This design comes from an exercise in tuning for small area and a short achievable clock period on the open sky130 flow, not from production work.
Function was not checked in any run shown here: the RTL went through the layout flow alone.

==> flow/design.v, too long to show whole: its modules and the start of the top module <==
// module FA: 4 lines
// module HA: 4 lines
// module HAN: 4 lines
// module BSEL: 3 lines
// module Multiplier: 2832 lines
// module Multiplier_Wrapper: 22 lines
module Multiplier_Wrapper #(parameter N = 32, bits = N-1, prod = 2*bits+1)(
    input clk, rst,  
    input [bits:0] a_in, b_in,  
    output reg [prod:0] p  
    );
  // ...
==> flow/flow/run.sh <==
#!/bin/bash
# Standard ORFS layout, with repair_timing aiming for 12 ns of setup slack
# (the clock period and constraints are the design's own).
set -euo pipefail
bash standard.sh SETUP_SLACK_MARGIN=12 finish > standard_flow.log 2>&1
==> flow/standard.sh <==
#!/bin/bash
# synth_recipe.tcl (not shown) runs the flow's synth.tcl, then flattens the netlist and writes it again
# the make line also repeats each setting of config.mk as NAME=value (left out here)
make -C /OpenROAD-flow-scripts/flow DESIGN_CONFIG=/design/flow/config.mk WORK_HOME=/design/flow/orfs CLKGATE_MAP_FILE= SYNTH_SCRIPT=/design/flow/synth_recipe.tcl "${@:-finish}"
==> flow/config.mk <==
export PLATFORM = sky130hd
export DESIGN_NAME = Multiplier_Wrapper
export DESIGN_NICKNAME = Multiplier_Wrapper
export VERILOG_FILES = /design/flow/design.v
export SDC_FILE = /design/flow/constraint.sdc
export NUM_CORES = 4
export LEC_CHECK = 0
export CAP_MARGIN = 20
export CORE_MARGIN = 2
export CORE_UTILIZATION = 40
export SLEW_MARGIN = 20
export SYNTH_HIERARCHICAL = 1
export SYNTH_MINIMUM_KEEP_SIZE = 0
==> flow/constraint.sdc <==
create_clock -name core_clock -period 19.5 [get_ports {clk}]
set_input_delay 3.9000 -clock core_clock [delete_from_list [all_inputs] [get_ports {clk}]]
set_output_delay 3.9000 -clock core_clock [all_outputs]
set_load 0.01 [all_outputs]
==> flow_metrics.py, run 1 <==
metrics = {
    "drt": {
        "drt-vias-per-instance": 6.27,
        "drt-met1-wl_um": 42100,
        "drtPass1Iterations": 19,
        "ant_nets": 0,
        "wl_met2_um": 52000,
    },
    "grt": {
        "grt.total_usage_pct": 28.8,
        "met1_usage_pct": 35.1,
    },
    "clock_tree": {
        "post_cts_buffers": 19,
        "root_buffer": "clkbuf_16",
    },
    "layout": {
        "stdcell_count": 3734,
        "seq_area_share_pct": 9.53,
        "largest_reg_flops": 64,
        "n_antenna_cell": 1,
        "multi_input_area_share_pct": 76.9,
        "top_regs": "p x64, a x32, b x32",
        "nets": 3416,
        "top_register": "p",
        "syn2layout_area_growth_pct": 16.7,
    },
    "logic_synthesis": {
        "yosysTopAreaCell": "fa_1",
        "netlist_top_cells_count": "545 x xnor2_1, 496 x a22oi_2, 480 x fa_1",
        "yosysSeqAreaShare_pct": 10.8,
        "synth_edf_count": 64,
    },
    "setup_path": {
        "worstSetupPathType": "reg2reg",
        "worstPathMaxFanout": 31,
        "r2r-start": "b[1]$_SDFF_PP0_",
        "critPathLaunchType": "flip-flop",
    },
    "hold_path": {
        "min_delay_path_depth": 2,
    },
    "timing": {
        "tightest_slew_ps": 983,
        "tns_ps": 0,
    },
    "die": {
        "tapCellCount": 959,
        "die_h_um": 276,
        "die_w_um": 276,
    },
    "run": {
        "drv_cap": 0,
    },
    "place": {
        "pre_cts_slack_ps": 11200,
    },
    "run_status": {
        "status": "finished clean",
    },
}
==> run 2: changes to the inputs <==
==> flow/flow/run.sh (replaced) <==
#!/bin/bash
# Standard ORFS layout, with repair_timing aiming for 12 ns of setup slack
# (the clock period and constraints are the design's own).
set -euo pipefail
bash standard.sh SETUP_SLACK_MARGIN=12 RECOVER_POWER=100 finish > standard_flow.log 2>&1
==> run 2 against run 1 <==
Against the previous run: the layout now fails its checks (capacitance limit, slew limit); worst hold slack got worse by 1.8 ps; global-route usage did not move; maximum frequency fell by 18%; final cell count is essentially flat; critical endpoint unchanged.
==> flow_metrics.py, run 2 <==
metrics = {
    "run_status": {
        "status": "finished with violations",
        "so_faults": "capacitance limit, slew limit",
    },
    "die": {
        "dieArea_sq_um": 76200,
        "initial_core_util_pct": 40.5,
        "die_w_um": 276,
        "num_rows": 99,
        "fp.coreArea_sq_um": 73100,
        "die_h_um": 276,
        "io_pins": 130,
    },
    "clock_tree": {
        "cts_buffer_depth": 2,
        "cts_max_level": 4,
        "cts_tree": "built",
        "insertion_delay_ps": 490,
        "path_clk_slew_ps": 60,
        "clock_sinks": 128,
        "root_buffer": "clkbuf_16",
        "hold_buffers": 0,
        "cts_buffers": 17,
    },
    "logic_synthesis": {
        "synth.area.top_cells": "fa_1 32%, a22oi_2 21%, xnor2_1 16%",
        "yosysWarnings": 7,
        "syn_avg_cell_area_sq_um": 11.8,
        "synth_cell_types": 73,
        "ys_ff_latch": 128,
        "async_reset_ff_share_pct": 0,
        "syn-instance-count": 2512,
        "netlist_top_cells_count": "545 x xnor2_1, 496 x a22oi_2, 480 x fa_1",
        "synth_ff_type": "edfxtp_1",
        "netlist_area_sq_um": 29600,
        "yosysSeqAreaShare_pct": 10.8,
        "synth_edf_count": 64,
        "yosysTopAreaCell": "fa_1",
        "netlist.area_leader.share_pct": 32.4,
        "yosysMostFrequentCell": "xnor2_1",
    },
    "setup_path": {
        "worstSetupPathType": "reg2reg",
        "critPathBufInv": 1,
        "cp_slowest_cell": "clkbuf_1",
        "cp_common_cell": "fa_1",
        "crit_path_max_incr_delay_ps": 1670,
        "crit_path_end_kind": "flip-flop",
        "cp.arrival_ps": 9150,
        "critical-path-top-delay-family": "adder cells",
        "critPathLaunchType": "flip-flop",
        "cp.required_ps": 19720,
        "worstPathMaxFanout": 33,
        "crit_chain": "clkbuf_1 > a22oi_1 > xnor2_1 > fa_1 > fa_1 > fa_1 > fa_1 > fa_1 > ha_1 > nand2_1 > nor4_1 > o21ai_0 > a41o_1 > a21o_1 > a21oi_1 > a31oi_1 > o31ai_1 > xor2_1",
    },
    "layout": {
        "nFillCells": 6727,
        "top_regs": "p x64, a x32, b x32",
        "n_antenna_cell": 0,
        "largest_reg_flops": 64,
        "syn2layout_area_growth_pct": 16.2,
        "nets": 3416,
        "top_register": "p",
        "mostFrequentLayoutCells": "541 x xnor2_1, 486 x a22oi_2, 480 x fa_1",
        "drive_gt1_share_pct": 28.0,
        "layout_commonest_cell": "xnor2_1",
    },
    "timing": {
        "tightest_slew_ps": 3940,
        "fin_crit_ps": 8930,
        "finalSetupViolCount": 0,
        "max_freq_ghz": 0.112,
        "drv_slew": 134,
        "finalHoldViolations": 0,
        "tns_ps": 0,
        "fin_worst_skew_ps": 13.6,
        "finalWorstSetupSlack_ps": 10570,
        "rsz0062_at_grt": "false",
        "max-slew-margin-rel_pct": -162,
        "fin_crit_sh_pct": 45.8,
    },
    "drt": {
        "drt_wl_total_um": 109000,
        "via_count": 23400,
        "drtPass1Iterations": 16,
        "drtIter0Drc": 1863,
        "drc": 0,
        "wl_per_cell_um": 29.3,
        "ant_nets": 0,
        "drt-vias-per-instance": 6.27,
    },
    "run": {
        "drv_cap": 3,
    },
    "place": {
        "pre_cts_slack_ps": 11200,
        "place_congestion": 0.901,
        "port_buffers": 129,
        "hpwl_um": 72500,
    },
    "grt": {
        "grt.total_usage_pct": 28.8,
        "antenna_found_initial": 0,
        "grt_max_degree": 63,
        "grt_pass1_vias": 25800,
        "grt.overflow.total": 0,
        "grt_pass1_wl_um": 165000,
    },
    "hold_path": {
        "hold_path_class": "reg2reg",
    },
}
run 2: cell counts after synthesis:
Identical to the previous run, type by type.
run 2: final timing paths:
kind | to | slack (ps) | depth (start not counted) | from
max reg2reg | p[62]$_DFFE_PN_ | 10570 | 18 | b[0]$_SDFF_PP0_
min reg2reg | p[0]$_DFFE_PN_ | 810 | 2 | b[1]$_SDFF_PP0_
max | p[62]$_DFFE_PN_ | 10570 | 18 | b[0]$_SDFF_PP0_
min | p[0]$_DFFE_PN_ | 810 | 2 | b[1]$_SDFF_PP0_
run 2: tightest hold or removal path, cell delays in order (launching register included):
cell     delay, ps
dfxtp_4        400
buf_4          150
xnor2_1        150
run 2: layout make-up:
type | instances | area (sq um) | area share [%]
clock buffers | 18 | 429 | 1.25
clock inverters | 14 | 113 | 0.327
inverters | 41 | 158 | 0.458
multi-input cells | 2304 | 26400 | 76.8
flip-flops and latches | 128 | 3290 | 9.56
well taps | 959 | 1200 | 3.49
repair buffers | 269 | 2790 | 8.10
run 2: per-layer routing:
layer  global-route usage, %  up-vias  wire length [um]
met3                    5.53      377              8380
met5                       0        -                 0
met1                    35.1    12200             42400
met4                    16.3        0              6830
met2                    47.7     1211             51700
li1                        -     9639                 -
run 2: logic make-up after synthesis:
kind of cell	count (synthesis)	share of synthesized area (%)
xor+xnor	585	17.3
buf+inv	95	1.49
compound gates	788	27.2
other cells	1	0.0127
flops	128	10.8
fa+ha+maj	589	37.1
simple gates	326	6.16
run 2: modules after synthesis (local to each module, per instance):
module	times used	cell area [sq um]
HA	46	12.5
BSEL	496	21.3
Multiplier	1	5130
Multiplier_Wrapper	1	3750
FA	480	20.0
run 2: through the flow:
step / instance area (sq um) / cells / util, % / hold WS [ps]
finish: 34400 / 3733 / 47.1 / 813
global route: 34400 / 3733 / 47.1 / 840
CTS: 34000 / 3690 / 46.6 / 738
detailed placement: 33000 / 3639 / 45.2 / 745
global placement: 33000 / 3639 / 45.2 / 781
floorplan: 30200 / 2527 / - / 941
run 2: what timing repair did:
action                                  CTS  global route
gates cloned                              0             2
gates resized for setup                  32            37
pin swaps                                 3             3
buffers inserted                         19            41
endpoints found under the setup margin   26            18

[separate check: timing with driven ports]
Ports are ideal in the flow. The routed layouts listed here were re-timed in OpenROAD. Step 1, drivers: a clkbuf_16 drives clk and a buf_2 each remaining input, both assumed. Step 2 moves the port delays by t, midway between the first and last clock arrival at a register: inputs arrive t later, outputs are due t later. That takes back most of the time a late clock gives input paths. a / b / c = no drivers / after step 1 / after step 2; a / b = the first two.
run | shift t [ns] | setup WS [ns] | worst data-port slew with drivers (ns)
run 1 | 0.551 | 12.206 / 12.206 / 12.206 | 0.06
run 2 | 0.548 | 10.568 / 10.568 / 10.568 | 0.06
